This design comes from an exercise in tuning for small area on the open sky130 flow, not from production work. The RTL was checked by simulation tests, not by an equivalence proof against the original design. The clock port is modelled as an ideal driver, which makes a skipped or thinned clock tree look cheaper than it is; a real chip needs a root buffer or a tree. Power figures rest on the tool's default switching activity, not on a simulated workload.

==> run a: inputs <==
// uy
module uy(counter1,counter2,counter3,counter4,counter5,counter6,counter7,counter8,control,control2,control3,control4,display,display2,display3,display4,clk,reset,s1,s2,s3,s4,s5,s6,s7,s8,s9);
input clk,reset,s1,s2,s3,s4,s5,s6,s7,s8,s9;
output [3:0] control;
output [3:0] control2;
output [3:0] control3;
output [3:0] control4;
output [7:0] display;
output [7:0] display2;
output [7:0] display3;
output [7:0] display4;
output [3:0] counter1;
output [3:0] counter2;
output [3:0] counter3;
output [3:0] counter4;
output [3:0] counter5;
output [4:0] counter6;
output [4:0] counter7;
output [4:0] counter8;
reg [4:0] t;
wire tick = t[3] & !t[2] & !t[1] & t[0];    
always @(posedge clk)
  if (reset || (t[4] & t[1] & t[0])) t <= 5'd0;    
  else t <= t + 5'd1;
wire en = tick & s1;
reg [2:0] k;
reg fon;           
reg [1:0] fpos;    
wire [3:0] g = fon ? (4'b0001 << fpos) : 4'b0000;
reg [4:0] c6, c7, c8;
wire k01 = k[0] & k[1];
assign counter1 = {1'b0, k[2] | (g[0] & k01), k[1] ^ (g[0] & k[0]), k[0] ^ g[0]};
assign counter2 = {1'b0, k[2] | (g[1] & k01), k[1] ^ (g[1] & k[0]), k[0] ^ g[1]};
assign counter3 = {1'b0, k[2] | (g[2] & k01), k[1] ^ (g[2] & k[0]), k[0] ^ g[2]};
  ...
==> flow/config.mk <==
export PLATFORM = sky130hd
export DESIGN_NAME = uy
export DESIGN_NICKNAME = uy
export VERILOG_FILES = /design/flow/design.v
export SDC_FILE = /design/flow/constraint.sdc
export NUM_CORES = 4
export LEC_CHECK = 0
export CAP_MARGIN = 20
export CORE_MARGIN = 2
export CORE_UTILIZATION = 40
export SLEW_MARGIN = 20
==> flow/constraint.sdc <==
create_clock -name core_clock -period 10.0 [get_ports {clk}]
set_input_delay 2.0000 -clock core_clock [delete_from_list [all_inputs] [get_ports {clk}]]
set_output_delay 2.0000 -clock core_clock [all_outputs]
set_load 0.01 [all_outputs]
standard.sh (not shown) runs the stock make flow with config.mk's settings and CLKGATE_MAP_FILE= SYNTH_SCRIPT=/design/flow/synth_recipe.tcl, a recipe that flattens the netlist after the stock synthesis.
==> flow/flow/run.sh <==
#!/bin/bash
# The standard ORFS layout (standard.sh) with:
#  - synthesis mapped by an area-oriented ABC script, best of several seeds
#    (flow/synth.tcl, flow/area.abc),
#  - port buffers of the smallest buffer cell,
#  - a clock tree of small buffers and no dummy loads,
#  - one tie cell for all constant outputs.
set -euo pipefail
W=$PWD
mkdir -p $W/abc
export FLOW_ABC_SCRIPT=$W/flow/area.abc
export FLOW_ABC_DIR=$W/abc
export FLOW_ABC_SEEDS="0 1 2"
export FLOW_SYNTH_TCL=$W/synth_recipe.tcl
export BUFFER_PORTS_ARGS="-buffer_cell sky130_fd_sc_hd__buf_1"
export SKIP_REPAIR_TIE_FANOUT=1
export CTS_ARGS="-sink_clustering_enable -repair_clock_nets -dont_use_dummy_load -buf_list sky130_fd_sc_hd__clkbuf_8 -root_buf sky130_fd_sc_hd__clkbuf_8"
sed "s#SYNTH_SCRIPT=[^ ]*#SYNTH_SCRIPT=$W/flow/synth.tcl#" standard.sh > standard_own.sh
bash standard_own.sh > make_flow.log 2>&1
==> flow/flow/area.abc <==
strash
&get -n
&deepsyn -T 20 -S @SEED@
&put
amap
topo
==> flow/flow/synth.tcl <==
# The standard synthesis (synth_recipe.tcl), with two changes to the technology mapping:
# no half/full adder extraction, and an area-oriented ABC script (area.abc: &deepsyn, then
# amap), run with several random seeds, keeping the smallest result.
proc extract_fa {args} { puts "extract_fa skipped" }
proc abc {args} {
  set i [lsearch -exact $args -script]
  set template [read [open $::env(FLOW_ABC_SCRIPT)]]
  yosys design -save pre_abc
  set best_area 1e30
  set best_seed -1
  foreach seed $::env(FLOW_ABC_SEEDS) {
    yosys design -load pre_abc
    set script $::env(FLOW_ABC_DIR)/area_seed$seed.abc
    set f [open $script w]
    puts -nonewline $f [string map [list @SEED@ $seed] $template]
    close $f
    set a $args
    lset a [expr {$i + 1}] $script
    yosys abc {*}$a
    yosys tee -q -o $::env(FLOW_ABC_DIR)/area_seed$seed.txt stat -liberty [lindex $::env(LIB_FILES) 0]
    set f [open $::env(FLOW_ABC_DIR)/area_seed$seed.txt r]
    set txt [read $f]
    close $f
    regexp {Chip area for module[^:]*:\s*([0-9.]+)} $txt -> area
    puts "ABC seed $seed: area $area"
    if {$area < $best_area} {
      set best_area $area
      set best_seed $seed
      yosys design -save best_abc
    }
  }
  puts "ABC best seed $best_seed: area $best_area"
  yosys design -load best_abc
}
source $::env(FLOW_SYNTH_TCL)
==> inputs of run b, as changes to run a <==
==> flow/flow/run.sh (replaced) <==
#!/bin/bash
# The standard ORFS layout (standard.sh) with:
#  - synthesis mapped by an area-oriented ABC script, best of several seeds
#    (flow/synth.tcl, flow/area.abc),
#  - port buffers of the smallest buffer cell,
#  - in place of clock tree synthesis, the clock port drives three clock buffers directly,
#    each feeding one cluster of the flip-flops (flow/manual_cts.tcl),
#  - one tie cell for all constant outputs.
set -euo pipefail
W=$PWD
mkdir -p $W/abc
export FLOW_ABC_SCRIPT=$W/flow/area.abc
export FLOW_ABC_DIR=$W/abc
export FLOW_ABC_SEEDS="0 1 2"
export FLOW_SYNTH_TCL=$W/synth_recipe.tcl
export BUFFER_PORTS_ARGS="-buffer_cell sky130_fd_sc_hd__buf_1"
export SKIP_REPAIR_TIE_FANOUT=1
export PRE_CTS_TCL=$W/flow/manual_cts.tcl
export FLOW_CTS_N=3
export FLOW_CTS_BUF=sky130_fd_sc_hd__clkbuf_8
export FLOW_CTS_CLOCK=clk
sed "s#SYNTH_SCRIPT=[^ ]*#SYNTH_SCRIPT=$W/flow/synth.tcl#" standard.sh > standard_own.sh
bash standard_own.sh > make_flow.log 2>&1
==> flow/flow/manual_cts.tcl (new file) <==
# Clock buffering in place of clock_tree_synthesis: the clock port drives FLOW_CTS_N buffers
# (FLOW_CTS_BUF) directly, each feeding one cluster of the clock sinks (k-means on location).
proc clock_tree_synthesis {args} {
  set block [ord::get_db_block]
  set db [ord::get_db]
  set n $::env(FLOW_CTS_N)
  set master [$db findMaster $::env(FLOW_CTS_BUF)]
  set clk_net [$block findNet $::env(FLOW_CTS_CLOCK)]
  set sinks {}
  foreach it [$clk_net getITerms] {
    {
      set inst [$it getInst]
      set bb [$inst getBBox]
      lappend sinks [list $it [expr {([$bb xMin] + [$bb xMax]) / 2.0}] [expr {([$bb yMin] + [$bb yMax]) / 2.0}]]
    }
  }
  set m [llength $sinks]
  # k-means, seeded by sinks spread along the sorted x order
  set sorted [lsort -real -index 1 $sinks]
  set cent {}
  for {set c 0} {$c < $n} {incr c} {
    set s [lindex $sorted [expr {int(($c + 0.5) * $m / $n)}]]
    lappend cent [list [lindex $s 1] [lindex $s 2]]
  }
  for {set iter 0} {$iter < 50} {incr iter} {
    set assign {}
    foreach s $sinks {
      set best 0; set bd 1e30
      for {set c 0} {$c < $n} {incr c} {
        set dx [expr {[lindex $s 1] - [lindex $cent $c 0]}]
        set dy [expr {[lindex $s 2] - [lindex $cent $c 1]}]
        set d [expr {abs($dx) + abs($dy)}]
        if {$d < $bd} { set bd $d; set best $c }
      }
      lappend assign $best
    }
    set newc {}
    for {set c 0} {$c < $n} {incr c} {
      set sx 0.0; set sy 0.0; set k 0
      foreach s $sinks a $assign { if {$a == $c} { set sx [expr {$sx + [lindex $s 1]}]; set sy [expr {$sy + [lindex $s 2]}]; incr k } }
      if {$k > 0} { lappend newc [list [expr {$sx / $k}] [expr {$sy / $k}]] } else { lappend newc [lindex $cent $c] }
    }
    set cent $newc
  }
  for {set c 0} {$c < $n} {incr c} {
    set inst [odb::dbInst_create $block $master "clkbuf_manual_$c"]
    set net [odb::dbNet_create $block "clknet_manual_$c"]
    $net setSigType CLOCK
    [$inst findITerm A] connect $clk_net
    [$inst findITerm X] connect $net
    set k 0
    foreach s $sinks a $assign {
      if {$a == $c} { set it [lindex $s 0]; $it disconnect; $it connect $net; incr k }
    }
    $inst setLocation [expr {int([lindex $cent $c 0])}] [expr {int([lindex $cent $c 1])}]
    $inst setPlacementStatus PLACED
    puts "manual clock buffer $c: $k sinks at [lindex $cent $c]"
  }
  set_propagated_clock [all_clocks]
}
==> inputs of run c, as changes to run a <==
--- a/flow/design.v
+++ b/flow/design.v
@@ -22,15 +22,17 @@
   if (reset || (t[4] & t[1] & t[0])) t <= 5'd0;    
   else t <= t + 5'd1;
 wire en = tick & s1;
 reg [2:0] k;
 reg fon;           
 reg [1:0] fpos;    
 wire [3:0] g = fon ? (4'b0001 << fpos) : 4'b0000;
-reg [4:0] c6, c7, c8;
+reg [4:0] c6, c7;
+reg c8b;
+wire [4:0] c8 = c8b ? c7 + 5'd14 : c7;
 wire k01 = k[0] & k[1];
 assign counter1 = {1'b0, k[2] | (g[0] & k01), k[1] ^ (g[0] & k[0]), k[0] ^ g[0]};
 assign counter2 = {1'b0, k[2] | (g[1] & k01), k[1] ^ (g[1] & k[0]), k[0] ^ g[1]};
 assign counter3 = {1'b0, k[2] | (g[2] & k01), k[1] ^ (g[2] & k[0]), k[0] ^ g[2]};
 assign counter4 = {1'b0, k[2] | (g[3] & k01), k[1] ^ (g[3] & k[0]), k[0] ^ g[3]};
 assign counter5 = c7[3:0];
 assign counter6 = c6;
@@ -104,23 +106,23 @@
   if (gon) begin
     nc1 = {1'b0, gpos};
     nd1 = fl ? 4'd12 : (k[1] & !k[0]) ? 4'd14 : 4'd13;
   end
 end
 always @(posedge clk) begin
   if (reset) begin
-    k <= 3'd0; fon <= 1'b0; fpos <= 2'd0; c6 <= 5'd0; c7 <= 5'd0; c8 <= 5'd0;
+    k <= 3'd0; fon <= 1'b0; fpos <= 2'd0; c6 <= 5'd0; c7 <= 5'd0; c8b <= 1'b0;
     ctl1 <= 3'b100; ctl2 <= 3'b100; ctl3 <= 3'b100; ctl4 <= 3'b100;
     d1 <= 4'd0; d2 <= 2'd0; d3 <= 2'd0; d4 <= 2'd0;
   end else if (en) begin
     if (fl) begin k <= 3'd0; fon <= fa | fb | fc | fd; fpos <= npos; end
     else k <= {k01, k[1] ^ k[0], !k[0]};    
     c7 <= c7 + 5'd1;
     c6 <= (gh && r5) ? 5'd0 : c6 + 5'd1;
-    c8 <= (iwr && c7 == 5'd17) ? 5'd0 : c8 + 5'd1;
+    if (iwr && c7 == 5'd17) c8b <= 1'b1;
     ctl1 <= nc1; d1 <= nd1;
     if (gh && r2) begin ctl2 <= {1'b0, cs[1:0]}; d2 <= ghd; end
     else if (gh && (r3 || r4 || r5)) ctl2 <= 3'b100;
     if (gh && r3) begin ctl3 <= {1'b0, cs[1:0]}; d3 <= ghd; end
     else if (gh && (r4 || r5)) ctl3 <= 3'b100;
     if (gh && r4) begin ctl4 <= {1'b0, cs[1:0]}; d4 <= ghd; end
     else if (gh && r5) begin ctl4 <= 3'b100; d4 <= 2'd1; end
==> flow/flow/run.sh (replaced) <==
#!/bin/bash
# The standard ORFS layout (standard.sh) with:
#  - synthesis mapped by an area-oriented ABC script (flow/synth.tcl, flow/area.abc); the
#    synthesis runs once per ABC random seed, in parallel, and the layout continues from
#    the smallest result,
#  - port buffers of the smallest buffer cell,
#  - in place of clock tree synthesis, the clock port drives three clock buffers directly,
#    each feeding one cluster of the flip-flops (flow/manual_cts.tcl),
#  - one tie cell for all constant outputs.
set -euo pipefail
W=$PWD
export FLOW_ABC_SCRIPT=$W/flow/area.abc
export FLOW_SYNTH_TCL=$W/synth_recipe.tcl
export BUFFER_PORTS_ARGS="-buffer_cell sky130_fd_sc_hd__buf_1"
export SKIP_REPAIR_TIE_FANOUT=1
export PRE_CTS_TCL=$W/flow/manual_cts.tcl
export FLOW_CTS_N=3
export FLOW_CTS_BUF=sky130_fd_sc_hd__clkbuf_8
export FLOW_CTS_CLOCK=clk
SEEDS="1 2 3 4"
for s in $SEEDS; do
  mkdir -p $W/abc_s$s
  sed -e "s#SYNTH_SCRIPT=[^ ]*#SYNTH_SCRIPT=$W/flow/synth.tcl#" -e "s#WORK_HOME=[^ ]*#WORK_HOME=$W/orfs_s$s#" standard.sh > standard_s$s.sh
  (FLOW_ABC_SEEDS=$s FLOW_ABC_DIR=$W/abc_s$s bash standard_s$s.sh synth > synth_s$s.log 2>&1) &
done
wait
best=""
best_area=""
for s in $SEEDS; do
  a=$(sed -n 's/^ABC best seed [0-9]*: area \([0-9.]*\)$/\1/p' synth_s$s.log | tail -1)
  echo "seed $s: area ${a:-none}" >> seeds.log
  if [[ -n "$a" ]] && { [[ -z "$best" ]] || awk -v a="$a" -v b="$best_area" 'BEGIN { exit !(a < b) }'; }; then
    best=$s; best_area=$a
  fi
done
echo "best seed $best: area $best_area" >> seeds.log
mv $W/orfs_s$best $W/orfs
sed "s#SYNTH_SCRIPT=[^ ]*#SYNTH_SCRIPT=$W/flow/synth.tcl#" standard.sh > standard_own.sh
bash standard_own.sh > make_flow.log 2>&1
==> flow/flow/area.abc (replaced) <==
strash
&get -n
&deepsyn -T 60 -S @SEED@
&eslim -T 300 -D 30
&put
amap
topo
==> flow/flow/manual_cts.tcl (new file) <==
# Clock buffering in place of clock_tree_synthesis: the clock port drives FLOW_CTS_N buffers
# (FLOW_CTS_BUF) directly, each feeding one cluster of the clock sinks (k-means on location).
proc clock_tree_synthesis {args} {
  set block [ord::get_db_block]
  set db [ord::get_db]
  set n $::env(FLOW_CTS_N)
  set master [$db findMaster $::env(FLOW_CTS_BUF)]
  set clk_net [$block findNet $::env(FLOW_CTS_CLOCK)]
  set sinks {}
  foreach it [$clk_net getITerms] {
    set bb [[$it getInst] getBBox]
    lappend sinks [list $it [expr {([$bb xMin] + [$bb xMax]) / 2.0}] [expr {([$bb yMin] + [$bb yMax]) / 2.0}]]
  }
  set m [llength $sinks]
  # k-means, seeded by sinks spread along the sorted x order
  set sorted [lsort -real -index 1 $sinks]
  set cent {}
  for {set c 0} {$c < $n} {incr c} {
    set s [lindex $sorted [expr {int(($c + 0.5) * $m / $n)}]]
    lappend cent [list [lindex $s 1] [lindex $s 2]]
  }
  for {set iter 0} {$iter < 50} {incr iter} {
    set assign {}
    foreach s $sinks {
      set best 0; set bd 1e30
      for {set c 0} {$c < $n} {incr c} {
        set dx [expr {[lindex $s 1] - [lindex $cent $c 0]}]
        set dy [expr {[lindex $s 2] - [lindex $cent $c 1]}]
        set d [expr {abs($dx) + abs($dy)}]
        if {$d < $bd} { set bd $d; set best $c }
      }
      lappend assign $best
    }
    set newc {}
    for {set c 0} {$c < $n} {incr c} {
      set sx 0.0; set sy 0.0; set k 0
      foreach s $sinks a $assign { if {$a == $c} { set sx [expr {$sx + [lindex $s 1]}]; set sy [expr {$sy + [lindex $s 2]}]; incr k } }
      if {$k > 0} { lappend newc [list [expr {$sx / $k}] [expr {$sy / $k}]] } else { lappend newc [lindex $cent $c] }
    }
    set cent $newc
  }
  for {set c 0} {$c < $n} {incr c} {
    set inst [odb::dbInst_create $block $master "clkbuf_manual_$c"]
    set net [odb::dbNet_create $block "clknet_manual_$c"]
    $net setSigType CLOCK
    [$inst findITerm A] connect $clk_net
    [$inst findITerm X] connect $net
    set k 0
    foreach s $sinks a $assign {
      if {$a == $c} { set it [lindex $s 0]; $it disconnect; $it connect $net; incr k }
    }
    $inst setLocation [expr {int([lindex $cent $c 0])}] [expr {int([lindex $cent $c 1])}]
    $inst setPlacementStatus PLACED
    puts "manual clock buffer $c: $k sinks at [lindex $cent $c]"
  }
  set_propagated_clock [all_clocks]
}
--- a/flow/flow/synth.tcl
+++ b/flow/flow/synth.tcl
@@ -1,10 +1,11 @@
 # The standard synthesis (synth_recipe.tcl), with two changes to the technology mapping:
-# no half/full adder extraction, and an area-oriented ABC script (area.abc: &deepsyn, then
-# amap), run with several random seeds, keeping the smallest result.
+# no half/full adder extraction, and an area-oriented ABC script (area.abc: &deepsyn and
+# &eslim, then
+# amap), run with each random seed in FLOW_ABC_SEEDS, keeping the smallest result.
 proc extract_fa {args} { puts "extract_fa skipped" }
 proc abc {args} {
   set i [lsearch -exact $args -script]
   set template [read [open $::env(FLOW_ABC_SCRIPT)]]
   yosys design -save pre_abc
   set best_area 1e30
   set best_seed -1
==> summary.txt <==
Design area: run a is larger than run c (about 7%).
Of run c and run a, run a has the higher global-route usage (gap 0.97 points).
Between run a and run c, the lower clock power is in run c (gap about 46%, measured against run c).
Run b failed in clock tree synthesis (4_1_cts). Run c completed with no timing, DRC or antenna violations. Run a finished with timing, DRC and antenna clean.
Routed wire length: run a is larger than run c (about 5%).
In run c the design's own scripts or RTL, not TritonCTS, make the clock network.

## static timing again, ports no longer ideal
Ports are ideal in the flow. The routed layouts listed here were re-timed in OpenROAD. Step 1: set_driving_cell puts a clkbuf_16 on clk and a buf_2 on each other input, an assumption about the parent block. Step 2, shift: input delay + t, output delay - t, t = (earliest + latest rising clock arrival at the registers) / 2. This alone moves slack from input paths to output paths. a / b / c = ideal / step 1 / step 2; a / b = the first two.
| run | t (ns) | setup WS [ns] | worst setup path at the end |
|---|---|---|---|
| run a | 0.327 | 4.901 / 4.908 / 4.581 | input to register |
| run c | 0.200 | 3.183 / 3.208 / 3.008 | input to register |
After both steps setup and hold are still met in every run listed. For run a, which loses most, drivers alone change the setup slack by +0.007 ns; drivers and shift together by -0.320 ns.
